From an optimization exercise on the open Yosys and OpenROAD flow, aimed at a short achievable clock period, few clock cycles per item and low power; shortcuts taken in it are not production practice.
No run shown here included a check of the RTL's function; only the layout flow was run.

==> flow/design.v (outline; a module is shown in full before it is edited, if it fits) <==
// module PID_controller: 1503 lines
// module pid_fa: 4 lines
// module pid_ha: 4 lines
module PID_controller #(
    parameter W = 16,
    parameter signed MAX_VAL = 32767,
    parameter signed MIN_VAL = -32768
)(
    input logic clk,
    input logic reset_n,
    input  logic signed [W-1:0] s_axi_tdata,
    input  logic s_axi_tvalid,
    output logic s_axi_tready,
    input  logic signed [W-1:0] Kp, Ki, Kd,
    input  logic signed [W-1:0] setpoint,
    output logic [W-1:0] m_axi_tdata,
    output logic m_axi_tvalid,
    input  logic m_axi_tready
);
  // ...
==> flow/run.sh <==
#!/bin/bash
# synth_recipe.tcl (not shown) runs the flow's synth.tcl, then flattens the netlist and writes it again
# the make line also repeats each setting of config.mk as NAME=value (left out here)
make -C /OpenROAD-flow-scripts/flow DESIGN_CONFIG=/design/flow/config.mk WORK_HOME=/design/flow/orfs CLKGATE_MAP_FILE= SYNTH_SCRIPT=/design/flow/synth_recipe.tcl finish
==> flow/config.mk <==
export PLATFORM = sky130hd
export DESIGN_NAME = PID_controller
export DESIGN_NICKNAME = PID_controller
export VERILOG_FILES = /design/flow/design.v
export SDC_FILE = /design/flow/constraint.sdc
export NUM_CORES = 4
export LEC_CHECK = 0
export CAP_MARGIN = 20
export CORE_MARGIN = 2
export CORE_UTILIZATION = 40
export SLEW_MARGIN = 20
export SYNTH_HIERARCHICAL = 1
export SYNTH_MINIMUM_KEEP_SIZE = 0
==> flow/constraint.sdc <==
create_clock -name core_clock -period 7.5 [get_ports {clk}]
set_input_delay 1.5000 -clock core_clock [delete_from_list [all_inputs] [get_ports {clk}]]
set_output_delay 1.5000 -clock core_clock [all_outputs]
set_load 0.01 [all_outputs]
==> run notes, run 1 <==
- The count of buffer and inverter cells on the critical path is 0.
- The number of non-clock buffers is 147.
- The met1 demand-to-capacity share in global routing is 0.276.
- In the final routed layout, each cell accounts on average for 20.8 um.
- The routed layout has 26300 vias.
- The placed instance count is 4654.
- The worst register-to-register path ends at pd[31].
- The share of cell area taken by muxes after synthesis is 0.00632.
- The family with the most delay on the worst path is compound AO/OA/AOI/OAI gates.
- The sum of routed wire segments on met1 is 44100 um.
- The end of the critical path is pd[31].
- Of the available clock period, the critical path in the final layout requires 0.560.
- For flop-to-flop paths, the worst setup slack is 3.30 ns.
- The worst pin sits at a relative slew slack of 0.367.
- At the placement stage, the worst setup path has a slack of 2.81 ns.
- The cell row count is 114.
- The overall routed net length is 99100 um.
- The maximum level of the CTS H-tree is 2.
- Of all the cell area in the finished design, non-clock buffers hold 0.0316.
- Setup repair after global routing left no endpoint under its margin.
- The flow ran to the end and the layout has no timing, DRC or antenna violations.
- After the last flow step, the layout net total stands at 4171.
- In the layout the commonest cells are 507 x xnor2_1, 385 x fa_1, 384 x a22oi_1.
- The share of synthesized cell area in full adder, half adder and majority cells is 0.285.
- In the final layout, the multi-input gates occupy 24500 um^2.
==> run 2, diff against run 1 <==
--- a/flow/config.mk
+++ b/flow/config.mk
@@ -7,2 +7,3 @@
 export LEC_CHECK = 0
+export ABC_CLOCK_PERIOD_IN_PS = 3000
 export CAP_MARGIN = 20
@@ -10,2 +11,3 @@
 export CORE_UTILIZATION = 40
+export SETUP_SLACK_MARGIN = 4.5
 export SLEW_MARGIN = 20
==> run 2 against run 1 <==
  * Worst hold slack gained 0.0049 ns
  * Cell area grew 17%
  * Still clean
  * Fmax grew 12%
  * Synthesized area is the same
  * Via count grew 8.2%
  * Setup slack gained 0.43 ns
  * Core utilization grew 7.7 points
  * Register-to-register slack gained 0.43 ns
  * Routed wire length grew 16%
==> run notes, run 2 <==
- The count of synthesis-stage warnings from yosys came to 7 (unchanged).
- The number of hold violations in the final report came to 0 (unchanged).
- The area occupied by multi-input gates was 27800 um^2 (was 24500 um^2).
- The hold buffer count at CTS came to 0 (unchanged).
- The number of violations reported at the end of detailed-routing iteration 0 was 2553 (was 2112).
- The portion of the post-synthesis area used by sequential elements is 0.326 (unchanged).
- The clock transition at the registers of the reported paths came to 0.06 ns (about the same).
- The number of max-capacitance violations reported is 0 (unchanged).
- The total die area was 99500 um^2 (unchanged).
- The root buffer cell is clkbuf_16 (unchanged).
- The chip height is 315 um (unchanged).
- The CTS sink count came to 457 (unchanged).
- The share of async-settable or async-resettable flops after synthesis is 0.160 (unchanged).
- Most frequent cells in the layout: 433 x xnor2_1, 312 x edfxtp_1, 237 x a22oi_1 (was 507 x xnor2_1, 385 x fa_1, 384 x a22oi_1).
- The latest clock arrival within the worst-skew pair is 0.65 ns (was 0.64 ns).
- The source of the critical timing path is pS[13] (was pS[4]).
- The most instantiated flip-flop cell in the synthesis netlist is edfxtp_1 (unchanged).
- The upper clock frequency limit is 0.265 GHz (was 0.238 GHz).
- The total core area is 96400 um^2 (unchanged).
- Cells along the critical path: fa_2 > fa_1 > ha_4 > and3_4 > a31oi_1 > o21ai_1 > a221o_1 > a32o_2 > o211ai_2 > buf_4 > a21oi_2 > o21a_1 > nor2_2 > xnor2_1 (was fa_1 > fa_1 > ha_1 > a21oi_1 > nand2_1 > o211ai_1 > a31oi_1 > o22a_1 > a41o_1 > a21oi_1 > o21ai_0 > a221o_1 > xor2_1).
- The area of placed instances came to 41700 um^2 (was 40900 um^2).
- The global-route wire length before repair is 174000 um (was 155000 um).
- The launch instance of the worst register-to-register path is pS[13] (was pS[4]).
- The maximum fanout count along the critical path is 5 (was 4).
- The placed instance count is 4669 (was 4654).
- The number of enable-type register cells in the synthesized netlist was 312 (unchanged).
- The number of nets in the finished design is 4515 (was 4171).
- The relative max-transition margin was 0.331 (was 0.367).
- The total global-route track usage is 0.227 (was 0.200).
- The setup violation total in the final timing report is 0 (unchanged).
- The total congestion overflow is 0 (unchanged).
- The worst-case clock skew came to 0.0271 ns (was 0.0241 ns).
- The number of global-route vias before repair is 29000 (was 26700).
- The pin slew with the least headroom to its limit is 1.00 ns (was 0.948 ns).
- The final routed DRC violation total is 0 (unchanged).
- The maximum number of pins on one net before global-route repair came to 76 (was 65).
- Largest registers ranked by flip-flop count: accq (34), ib (34), pd (34) (unchanged).
- The number of max-slew violations in the final report is 0 (unchanged).
- The cell row count is 114 (unchanged).
- The cell with the largest stage delay on the worst path is fa_2 (was fa_1).
- The area share of the largest cell type after synthesis was 0.241 (unchanged).
- The library cell with the largest summed area after synthesis is edfxtp_1 (unchanged).
- The via count normalized by instance count was 5.58 (was 5.53).
- Status: complete, no violations (unchanged).
- The most common cell after layout, fill and taps aside was xnor2_1 (unchanged).
- The final standard cell count with taps included and fillers excluded came to 5100 (was 4754).
- Setup repair after global routing missed its margin: true (was false).
- The register bit total from synthesis is 457 (unchanged).
- The setup total negative slack came to 0 ns (unchanged).
- The overall routed net length is 115000 um (was 99100 um).
- The detailed-route via count is 28400 (was 26300).
- The start point of the worst hold path is vA (unchanged).
- The average cell area after synthesis is 11.2 um^2 (unchanged).
- The number of CTS-inserted buffers is 55 (was 53).
- The path class of the lowest-slack min-delay path is flop to flop (unchanged).
- The maximum level of the CTS H-tree was 2 (unchanged).
- The cell with the most instances after synthesis is xnor2_1 (unchanged).
- Cell types with the highest counts after synthesis: 507 x xnor2_1, 385 x fa_1, 384 x a22oi_1, 312 x edfxtp_1, 269 x ha_1 (unchanged).
- The type of element launching the critical path is a flop (unchanged).
- The number of routed nets with antenna violations is 0 (unchanged).
- The final-layout fill cell count is 8282 (was 9113).
- The number of buffers between clock root and the deepest sink is 3 (unchanged).
- The post-synth design cell area was 38800 um^2 (unchanged).
- The routability-driven placement congestion ratio is 0.911 (was 0.933).
- The initial antenna violation count is 2 (was 3).
- The count of buffer and inverter cells on the critical path is 1 (was 0).
- The required time of the worst setup path is 7.90 ns (was 7.89 ns).
- The endpoint class of the critical path is a flop (unchanged).
- The count of port buffers added during placement is 101 (unchanged).
- The synthesis-to-finish area growth was 29.3% (was 10.3%).
- The post-DP HPWL came to 71800 um (was 71500 um).
- The gate count after technology mapping is 3475 (unchanged).
- The family with the most delay on the worst path is adder cells (was compound AO/OA/AOI/OAI gates).
- The initial core utilization is 0.403 (unchanged).
- The fraction of final layout cells with drive strength greater than 1 is 0.321 (was 0.0561).
- The final period utilization is 0.502 (was 0.560).
- Leading cell types by total area after synthesis: edfxtp_1 24%, fa_1 20%, xnor2_1 11%, ha_1 8.7%, a22oi_1 7.4% (unchanged).
- The kind of critical path was flop to flop (unchanged).
- The number of top-level design ports is 102 (unchanged).
- The critical path arrival is 4.16 ns (was 4.59 ns).
- The register area is 12800 um^2 (was 12600 um^2).
- The final cell area excluding filler cells is 50200 um^2 (was 42800 um^2).
- The time the worst path needs with I/O delays and setup is 3.77 ns (was 4.20 ns).
- The maximum single-stage delay on the critical path is 0.59 ns (was 0.57 ns).
- The routed length per instance was 22.5 um (was 20.8 um).
- The first-pass iteration count of the detailed router is 6 (was 7).
- The clock tree from TritonCTS is done (unchanged).
- The count of cell types in the netlist is 76 (unchanged).
- The floorplan die width is 315 um (unchanged).
[run 2: tightest hold or removal path, delay by kind of cell, from the launching register on]
family / cells / cell delay, ns
flip-flops: 1 / 0.34
AND/OR/NAND/NOR: 2 / 0.12
[run 2: cell families after synthesis]
logic type                 count (synthesis)  share of synthesized area
AOI/OAI and AO/OA                        860                      0.151
adders and majority gates                654                      0.285
buffers and inverters                    464                     0.0449
xor gates and xnor gates                 586                      0.132
DFF                                      457                      0.326
muxes                                     22                    0.00632
and+or+nand+nor                          431                     0.0547
other                                      1                  0.0000966
[run 2: Yosys stat by module, one instance, submodules excluded]
module	copies in the design	flip-flops and latches
PID_controller	1	457
pid_ha	72	0
pid_fa	372	0
[run 2: layout make-up]
class / instances / area share
Timing Repair Buffer: 485 / 0.107
Tap cell: 1276 / 0.0318
Clock buffer: 69 / 0.0299
Sequential cell: 457 / 0.255
Timing Repair inverter: 3 / 0.000523
Antenna cell: 1 / 0.0000498
Clock inverter: 34 / 0.00648
Multi-Input combinational cell: 2580 / 0.555
Inverter: 195 / 0.0154
[run 2: stage by stage]
step | util | hold WS [ns] | setup WS, ns
global placement | 0.433 | 0.461 | 2.81
floorplan | - | 0.406 | 3.63
global route | 0.521 | 0.516 | 3.55
CTS | 0.501 | 0.494 | 3.77
finish | 0.521 | 0.489 | 3.73
detailed placement | 0.433 | 0.467 | 2.76
[run 2: metal layers]
metal  GRT usage  part of all wire  up-vias
met2       0.368              0.47     1155
met4      0.0834             0.038        4
met5           0           0.00047        -
li1            -                 -    12800
met3      0.0414             0.077      263
met1       0.304              0.42    14200
[run 2: timing repair]
item / 4_1_cts / 5_1_grt
gates resized for setup: 627 / 294
hold endpoints to repair: 0 / 0
pin swaps: 315 / 257
buffers inserted: 226 / 73
cloned: 25 / 3
endpoints found under the setup margin: 306 / 224
[run 2: path summary, 6_finish.rpt]
kind                           to  slack (ns)  depth (start not counted)
hold reg to reg                vA        0.49                          2
hold / removal                 vA        0.49                          2
max in group asynchronous      vs        5.39                          2
min in group asynchronous   e1[0]        0.74                          1
setup reg to reg           pd[30]        3.73                         14
setup / recovery           pd[30]        3.73                         14
==> run 3, diff against run 2 <==
--- a/flow/config.mk
+++ b/flow/config.mk
@@ -11,2 +11,3 @@
 export CORE_UTILIZATION = 40
+export CTS_BUF_LIST = sky130_fd_sc_hd__clkbuf_4 sky130_fd_sc_hd__clkbuf_8
 export SETUP_SLACK_MARGIN = 4.5
==> run 3 against run 2 <==
  * Still clean
  * Critical path depth decreased by 1
  * Non-clock buffer count up 18
  * Cell count rose by 1.4%
  * Die area unchanged
  * Count of clock-buffer cells in the layout grew 38
  * Sequential cell count unchanged
  * Core utilization increased by 0.49 points
  * First-iteration DRC count shrank 0.12%
  * Clock skew is 0.017 ns higher
  * Critical path type unchanged
==> run notes, run 3 <==
- The maximum fanout count along the critical path was 4 (was 5).
- The share of the core filled with cells in the final layout is 0.526 (was 0.521).
- The cell with the largest stage delay on the worst path is fa_2 (unchanged).
- The cell with the most instances after synthesis is xnor2_1 (unchanged).
- The final critical-path setup slack is 3.65 ns (was 3.73 ns).
- The routability-driven placement congestion ratio was 0.911 (unchanged).
- The worst-case clock skew was 0.0439 ns (was 0.0271 ns).
- The maximum level of the CTS H-tree is 3 (was 2).
- The library cell with the largest summed area after synthesis is edfxtp_1 (unchanged).
- The type of element launching the critical path is a flop (unchanged).
- The kind of critical path is flop to flop (unchanged).
- The number of global-route vias before repair is 29200 (was 29000).
- The count of cell types in the netlist is 76 (unchanged).
- The floorplan die width is 315 um (unchanged).
- The share of async-settable or async-resettable flops after synthesis is 0.160 (unchanged).
- The routed length per instance came to 22.4 um (was 22.5 um).
- The clock tree from TritonCTS was done (unchanged).
- The final period utilization is 0.513 (was 0.502).
- The register bit total from synthesis is 457 (unchanged).
- The total global-route track usage is 0.229 (was 0.227).
- Among the stages of the critical path, the cell type that occurs most often is a21oi_2.
- The worst setup slack before clock tree synthesis is 2.76 ns (unchanged).
- Cells along the critical path: fa_2 > fa_1 > ha_4 > and3_4 > a31oi_1 > o21ai_1 > a221o_1 > a32o_2 > o211ai_2 > a21oi_2 > a211o_1 > a21oi_2 > xnor2_1 (was fa_2 > fa_1 > ha_4 > and3_4 > a31oi_1 > o21ai_1 > a221o_1 > a32o_2 > o211ai_2 > buf_4 > a21oi_2 > o21a_1 > nor2_2 > xnor2_1).
- The total die area is 99500 um^2 (unchanged).
- The required time of the worst setup path is 7.96 ns (was 7.90 ns).
- The gate count after technology mapping is 3475 (unchanged).
- The clock transition at the registers of the reported paths is 0.06 ns (about the same).
- The chip height is 315 um (unchanged).
- The path class of the lowest-slack min-delay path is flop to flop (unchanged).
- The fraction of final layout cells with drive strength greater than 1 was 0.341 (was 0.321).
- The initial core utilization is 0.403 (unchanged).
- The CTS sink count is 457 (unchanged).
- The post-DP HPWL is 71800 um (unchanged).
- The setup total negative slack came to 0 ns (unchanged).
- The number of top-level design ports is 102 (unchanged).
- The maximum number of pins on one net before global-route repair came to 76 (unchanged).
- The setup violation total in the final timing report is 0 (unchanged).
- Most frequent cells in the layout: 429 x xnor2_1, 312 x edfxtp_1, 237 x buf_4 (was 433 x xnor2_1, 312 x edfxtp_1, 237 x a22oi_1).
- The count of synthesis-stage warnings from yosys is 7 (unchanged).
- The count of port buffers added during placement is 101 (unchanged).
- The maximum single-stage delay on the critical path was 0.60 ns (was 0.59 ns).
- The cell row count is 114 (unchanged).
- The relative max-transition margin is 0.343 (was 0.331).
- The global-route wire length before repair is 175000 um (was 174000 um).
- Setup repair after global routing missed its margin: true (unchanged).
- The synthesis-to-finish area growth came to 30.6% (was 29.3%).
- The endpoint class of the critical path is a flop (unchanged).
- Status: complete, no violations (unchanged).
- The most common cell after layout, fill and taps aside is xnor2_1 (unchanged).
- The portion of the post-synthesis area used by sequential elements is 0.326 (unchanged).
- The number of max-capacitance violations reported was 0 (unchanged).
- The family with the most delay on the worst path is compound AO/OA/AOI/OAI gates (was adder cells).
- The total core area was 96400 um^2 (unchanged).
- The number of max-slew violations in the final report is 0 (unchanged).
- The root buffer cell is clkbuf_8 (was clkbuf_16).
- The latest clock arrival within the worst-skew pair was 0.73 ns (was 0.65 ns).
- The number of enable-type register cells in the synthesized netlist is 312 (unchanged).
- The overall routed net length is 116000 um (was 115000 um).
- The critical path arrival was 4.30 ns (was 4.16 ns).
- The final-layout fill cell count was 8291 (was 8282).
- The number of CTS-inserted buffers was 84 (was 55).
- The first-pass iteration count of the detailed router is 6 (unchanged).
- The area share of the largest cell type after synthesis is 0.241 (unchanged).
- The number of violations reported at the end of detailed-routing iteration 0 is 2550 (was 2553).
- The number of hold violations in the final report is 0 (unchanged).
- The via count normalized by instance count is 5.56 (was 5.58).
- The hold buffer count at CTS was 0 (unchanged).
- The upper clock frequency limit is 0.260 GHz (was 0.265 GHz).
- Largest registers ranked by flip-flop count: accq (34), ib (34), pd (34) (unchanged).
- The count of buffer and inverter cells on the critical path is 0 (was 1).
- The pin slew with the least headroom to its limit is 0.985 ns (was 1.00 ns).
- The time the worst path needs with I/O delays and setup is 3.85 ns (was 3.77 ns).
- The initial antenna violation count is 4 (was 2).
- The detailed-route via count came to 28700 (was 28400).
- The number of routed nets with antenna violations was 0 (unchanged).
- The number of buffers between clock root and the deepest sink was 3 (unchanged).
- The final routed DRC violation total is 0 (unchanged).
- The post-synth design cell area was 38800 um^2 (unchanged).
- The total congestion overflow is 0 (unchanged).
- The worst hold-check slack came to 0.489 ns (about the same).
- Leading cell types by total area after synthesis: edfxtp_1 24%, fa_1 20%, xnor2_1 11%, ha_1 8.7%, a22oi_1 7.4% (unchanged).
- The number of nets in the finished design was 4562 (was 4515).
- The average cell area after synthesis is 11.2 um^2 (unchanged).
- The most instantiated flip-flop cell in the synthesis netlist was edfxtp_1 (unchanged).
- Cell types with the highest counts after synthesis: 507 x xnor2_1, 385 x fa_1, 384 x a22oi_1, 312 x edfxtp_1, 269 x ha_1 (unchanged).
==> run 3: layer usage <==
metal	global-route usage	part of all wire	routed length [um]	vias to the layer above
met5	0	0	0	-
met3	0.0502	0.080	9260	300
met2	0.369	0.47	53900	1151
met1	0.302	0.41	47900	14300
met4	0.0874	0.039	4540	0
li1	-	-	-	12900
==> run 3: kinds of logic (layout without fill, tap and decap cells) <==
| group | count (synthesis) | after routing | synth area share |
|---|---|---|---|
| compound gates | 860 | 860 | 0.151 |
| fa+ha+maj | 654 | 654 | 0.285 |
| xor+xnor | 586 | 586 | 0.132 |
| buf+inv | 464 | 854 | 0.0449 |
| flops | 457 | 457 | 0.326 |
| simple gates | 431 | 432 | 0.0547 |
| mux | 22 | 22 | 0.00632 |
| other cells | 1 | 29 | 0.0000966 |
==> run 3: stage by stage <==
step | instances | cell area (um^2)
2_1_floorplan | 3500 | 40600
3_3_place_gp | 4669 | 41700
3_5_place_dp | 4669 | 41700
4_1_cts | 5073 | 48500
5_1_grt | 5170 | 50700
6_report | 5170 | 50700
==> run 3: repair_timing <==
item	4_1_cts	5_1_grt
buffers inserted	225	91
cloned	26	3
gates resized for setup	610	351
endpoints found under the hold margin	0	0
pin swaps	362	307
setup endpoints to repair	304	283
==> run 3: cell type report <==
| type | count | area [um^2] | share of cell area |
|---|---|---|---|
| Timing Repair Buffer | 503 | 5640 | 0.111 |
| Clock inverter | 46 | 482 | 0.00951 |
| Multi-Input combinational cell | 2580 | 28000 | 0.553 |
| Timing Repair inverter | 3 | 28.8 | 0.000568 |
| Antenna cell | 3 | 7.51 | 0.000148 |
| Sequential cell | 457 | 12800 | 0.252 |
| Inverter | 195 | 781 | 0.0154 |
| Clock buffer | 107 | 1370 | 0.0270 |
| Tap cell | 1276 | 1600 | 0.0315 |
==> run 3: per-module statistics from Yosys, one instance, submodules excluded <==
module | flops+latches | copies in the design | cell area (um^2)
pid_ha | 0 | 72 | 12.5
PID_controller | 457 | 1 | 30500
pid_fa | 0 | 372 | 20.0
==> run 3: worst register-to-register path: stages, from the launching register on <==
cell and delay (ns):
edfxtp_1 0.41, fa_2 0.60, fa_1 0.47, ha_4 0.25
and3_4 0.19, a31oi_1 0.17, o21ai_1 0.10, a221o_1 0.37
a32o_2 0.26, o211ai_2 0.22, a21oi_2 0.08, a211o_1 0.24
a21oi_2 0.14, xnor2_1 0.09
==> run 3: path summary, 6_finish.rpt <==
kind / cells past startpoint / to / from / slack (ns)
worst max-delay path: 13 / pd[32] / pS[13] / 3.65
worst min-delay path: 2 / e0[10] / e0[10] / 0.49
worst max register to register: 13 / pd[32] / pS[13] / 3.65
worst min register to register: 2 / e0[10] / e0[10] / 0.49
max in group asynchronous: 2 / vs / reset_n / 5.49
min in group asynchronous: 1 / e0[8] / reset_n / 0.67

## afterwards: timing with drivers on the ports
No port has a modelled driver above. Below, the same layouts with a new extraction and two added sets of constraints. Step 1: set_driving_cell puts a clkbuf_16 on clk and a buf_2 on each other input, an assumption about the parent block. Step 2 times the ports against the registers' clock, not the clock port: input delays grow and output delays shrink by t, the midpoint of the rising clock arrivals with the driver on. a / b / c = ideal ports / drivers / drivers and shift; a / b = the first two.
run	t (ns)	slack for setup (ns)	worst hold slack (ns)	worst setup path after step 2	worst register clock-pin slew, ns
run 1	0.702	3.297 / 3.297 / 2.801	0.484 / 0.484 / 0.484	input to register	0.07 / 0.07
run 2	0.708	3.732 / 3.732 / 3.535	0.489 / 0.489 / 0.489	input to register	0.06 / 0.06
run 3	0.780	3.654 / 3.654 / 3.420	0.489 / 0.489 / 0.489	input to register	0.07 / 0.07
After both steps every run listed still meets setup and hold. For run 1, which loses most, drivers alone change the setup slack by 0.000 ns; drivers and shift together by -0.496 ns.
